This design comes from an exercise in tuning for small area, a short achievable clock period and few clock cycles per item on the open sky130 flow, not from production work.
RTL that was checked went through simulation tests only; none was proved equivalent to the original.

## booth_multiplier
module booth_multiplier(
	input			clk,
	input			rst_n,
	input [32:0]	data1,
	input [32:0]	data2,
	input			valid_i,
	output			ready_o,
	input			ready_i,
	output			valid_o,
	output [63:0] 	res
);
Size: about 3000 cells after synthesis, ~30000 um2 of cells after synthesis.
clock: 32.0 ns
lec_check: 0
abc_area: 1
cap_margin: 20
cell_pad_in_sites_detail_placement: 2
cell_pad_in_sites_global_placement: 2
core_margin: 2
core_utilization: 50
cts_cluster_diameter: 100
cts_cluster_size: 24
place_density: 0.65
slew_margin: 20
synth_hierarchical: 1
synth_minimum_keep_size: 0
standard.sh (not shown) runs the stock make flow with config.mk's settings and CLKGATE_MAP_FILE= SYNTH_SCRIPT=/design/flow/synth_recipe.tcl, a recipe that flattens the netlist after the stock synthesis.
==> flow/flow/run.sh <==
#!/bin/bash
# The standard layout (standard.sh) with extra ORFS make variables:
#  - port buffers use a plain buffer cell (buf_2) instead of the default choice
#  - flow/extra.txt, if present, holds one more VAR=VALUE per line
set -euo pipefail
ARGS=("BUFFER_PORTS_ARGS=-buffer_cell sky130_fd_sc_hd__buf_2")
if [[ -f flow/extra.txt ]]; then
  while read -r line; do [[ -n "$line" ]] && ARGS+=("$line"); done < flow/extra.txt
fi
bash standard.sh "${ARGS[@]}" finish > make.log 2>&1
==> flow/flow/extra.txt <==
CTS_ARGS=-sink_clustering_enable -repair_clock_nets -sink_clustering_size 24 -sink_clustering_max_diameter 100 -buf_list sky130_fd_sc_hd__clkbuf_16 -branching_point_buffers_distance 1000 -distance_between_buffers 1000
The starting point completed with no timing, DRC or antenna violations.
Testbench counts at the start, summed over its fixed seeds: cycles 2,064, items 2,048.
Edit:
--- a/flow/config.mk
+++ b/flow/config.mk
@@ -13 +13 @@
-export CORE_UTILIZATION = 50
+export CORE_UTILIZATION = 30
@@ -16 +16 @@
-export PLACE_DENSITY = 0.65
+export PLACE_DENSITY = 0.5
Effect: The changed run passed the timing, design-rule and antenna checks; wire length climbs by a few percent; area after synthesis does not change; cell area rose by a few percent; first-iteration DRC count went down by well over a third; core utilization goes down by 20 points.
Edit:
removed: flow/flow/extra.txt
Result:
- final cell count does not change
- design area is unchanged
- routed wire length barely changes
- hold slack is unchanged
- register-to-register slack hardly moves
- synthesized cell count stays the same
- utilization is unchanged
- clock-buffer cell count rises by 1
Edit:
--- a/flow/config.mk
+++ b/flow/config.mk
@@ -13 +13 @@
-export CORE_UTILIZATION = 30
+export CORE_UTILIZATION = 60
@@ -16 +16 @@
-export PLACE_DENSITY = 0.5
+export PLACE_DENSITY = 0.75
What happened:
- This time the run ended with an error in detailed placement (3_5_place_dp) with DPL-0033
- area after synthesis is unchanged
- synthesized cell count is unchanged

---

Another version of the RTL of booth_multiplier (not shown whole).
Size in the first run: ~2900 cells after synthesis, about 200 flip-flops, about 140 I/O pins, roughly 29000 um^2 of cells after synthesis.
Settings: LEC_CHECK=0, ABC_AREA=1, CAP_MARGIN=20, CELL_PAD_IN_SITES_DETAIL_PLACEMENT=2, CELL_PAD_IN_SITES_GLOBAL_PLACEMENT=2, CORE_MARGIN=2, CORE_UTILIZATION=50, CTS_CLUSTER_DIAMETER=100, CTS_CLUSTER_SIZE=24, PLACE_DENSITY=0.65, SLEW_MARGIN=20, SYNTH_HIERARCHICAL=1, SYNTH_MINIMUM_KEEP_SIZE=0; clock period 32.0 ns.
==> flow/flow/extra.txt <==
SETUP_SLACK_MARGIN=24.5
Scripts as last shown in full above: flow/flow/run.sh
The baseline failed in global routing (5_1_grt).
Edit:
removed: flow/flow/extra.txt
Result: This time the run completed without violations. Area after synthesis does not change. Synthesized cell count stays the same.
Edit:
CORE_UTILIZATION = 30   (was 50)
PLACE_DENSITY = 0.5   (was 0.65)
The changed run ran to the end with no violations.
Sequential share of layout area is lower by 0.45 points.
Via count fell by 7.2%.
Global-route usage went down by 16 points.
Worst setup slack is better by 0.19 ns.
Core utilization goes down by 21 points.
Die area rises by 65%.
No functional check of the RTL was part of any run of this note.

---

booth_multiplier, a different RTL version from the one above (not shown whole).
Size in the first run: ~3000 cells after synthesis, about 140 I/O pins, ~0.030 mm² of cells after synthesis.
clock: 32.0 ns
lec_check: 0
abc_area: 1
cap_margin: 20
cell_pad_in_sites_detail_placement: 2
cell_pad_in_sites_global_placement: 2
core_margin: 2
core_utilization: 30
place_density: 0.5
slew_margin: 20
synth_hierarchical: 1
synth_minimum_keep_size: 0
==> flow/flow/extra.txt <==
SETUP_SLACK_MARGIN=25
Scripts as last shown in full above: flow/flow/run.sh
The first run completed with no timing, DRC or antenna violations.
Testbench counts at the start, summed over its fixed seeds: cycles 2,064, items 2,048.
Next try:
CTS_BUF_LIST = sky130_fd_sc_hd__clkbuf_8   (was not set)
removed: flow/flow/extra.txt
Die area stays the same.
Routed wire length is lower by 1.2%.
Hold slack stays flat.
Count of clock-buffer cells in the layout is higher by 26.
Cell area is lower by 4.5%.
Setup slack degrades by 0.088 ns.
Clock skew is higher by 0.040 ns.
Core utilization is lower by 1.6 points.
Next try:
==> flow/flow/extra.txt (new file) <==
SETUP_SLACK_MARGIN=25
CORE_UTILIZATION = 45   (was 30)
CTS_BUF_LIST = not set   (was sky130_fd_sc_hd__clkbuf_8)
PLACE_DENSITY = 0.6   (was 0.5)
Outcome: Global-route usage rose by 9.8 points; hold slack barely changes; critical path depth stays the same; design area went up by 3.5%; worst setup slack is better by 0.11 ns; maximum frequency increases by 1.5%.

---

## the baseline
booth_multiplier again, from the RTL that the note above started with.
Settings: LEC_CHECK=0, ABC_AREA=1, CAP_MARGIN=20, CELL_PAD_IN_SITES_DETAIL_PLACEMENT=2, CELL_PAD_IN_SITES_GLOBAL_PLACEMENT=2, CORE_MARGIN=2, CORE_UTILIZATION=30, CTS_CLUSTER_DIAMETER=100, CTS_CLUSTER_SIZE=24, PLACE_DENSITY=0.5, SLEW_MARGIN=20, SYNTH_HIERARCHICAL=1, SYNTH_MINIMUM_KEEP_SIZE=0; clock period 32.0 ns.
Scripts as last shown in full above: flow/flow/run.sh
The baseline: all stages complete, timing, DRC and antenna checks passed
Testbench counts of the baseline, summed over its fixed seeds: cycles 2,064, items 2,048.
Input-level comparison between the candidate and the baseline:
# the baseline
export LEC_CHECK = 0
export ABC_AREA = 1
export CAP_MARGIN = 20
export CELL_PAD_IN_SITES_DETAIL_PLACEMENT = 2
export CELL_PAD_IN_SITES_GLOBAL_PLACEMENT = 2
export CORE_MARGIN = 2
export CORE_UTILIZATION = 30
export CTS_CLUSTER_DIAMETER = 100
export CTS_CLUSTER_SIZE = 24
export PLACE_DENSITY = 0.5
export SLEW_MARGIN = 20
export SYNTH_HIERARCHICAL = 1
export SYNTH_MINIMUM_KEEP_SIZE = 0
create_clock -name core_clock -period 32.0 [get_ports {clk}]
# the candidate
export LEC_CHECK = 0
export ABC_AREA = 1
export CAP_MARGIN = 20
export CELL_PAD_IN_SITES_DETAIL_PLACEMENT = 2
export CELL_PAD_IN_SITES_GLOBAL_PLACEMENT = 2
export CORE_MARGIN = 2
export CORE_UTILIZATION = 30
export CTS_CLUSTER_DIAMETER = 120
export CTS_CLUSTER_SIZE = 30
export PLACE_DENSITY = 0.5
export SLEW_MARGIN = 20
export SYNTH_HIERARCHICAL = 1
export SYNTH_MINIMUM_KEEP_SIZE = 0
create_clock -name core_clock -period 32.0 [get_ports {clk}]
### Flow results
Looking at the reports, the candidate completed the entire flow and the layout it produced met the timing, design-rule and antenna checks. Going from the baseline to the candidate, layout overhead on the synthesized area fell by 0.17 points, worst path setup slack after routing rose by 20 ps, global routing met1 resource utilization rose by 0.19 points. The global-route usage of the candidate and that of the baseline are within noise of each other. The baseline -> the candidate: well tap count delta 0, exact match.

## separate check: timing with driven ports
How much do the figures lean on ideal ports? The routed layouts below were timed once more, with nothing changed but the port constraints. Step 1 sets driving cells, clkbuf_16 on the clock port and buf_2 on the other inputs (assumed; they add their load-dependent delay and slew). Step 2 times the ports against the registers' clock, not the clock port: input delays grow and output delays shrink by t, the midpoint of the rising clock arrivals with the driver on. Three values: no drivers, after step 1, after step 2; two values: the first two.
run | t (ns) | slack for setup (ns) | worst setup path after step 2 | worst slew at a driven data input, ns | cell pins on the clock port's net
the first run of note 1 | 0.653 | 24.393 / 24.328 / 24.136 | input to register | 0.09 | 1
the second run of note 1 | 0.657 | 24.433 / 24.361 / 24.298 | input to register | 0.09 | 1
the third run of note 1 | 0.657 | 24.433 / 24.361 / 24.298 | input to register | 0.09 | 1
the second run of note 2 | 0.610 | 23.096 / 23.096 / 23.096 | register to register | 0.06 | 1
the third run of note 2 | 0.647 | 23.284 / 23.284 / 23.284 | register to register | 0.06 | 1
the first run of note 3 | 0.694 | 24.381 / 24.313 / 24.364 | input to register | 0.05 | 1
the second run of note 3 | 0.760 | 24.292 / 24.231 / 23.876 | input to register | 0.06 | 1
the third run of note 3 | 0.681 | 24.404 / 24.330 / 24.381 | input to register | 0.04 | 1
the baseline | 0.669 | 24.382 / 24.309 / 23.914 | input to register | 0.05 | 1
the candidate | 0.661 | 24.402 / 24.323 / 23.913 | input to register | 0.05 | 1
After both steps every run listed still meets setup and hold. The setup slack of the candidate, which loses most, moves by -0.079 ns with the drivers and by -0.489 ns with both steps.
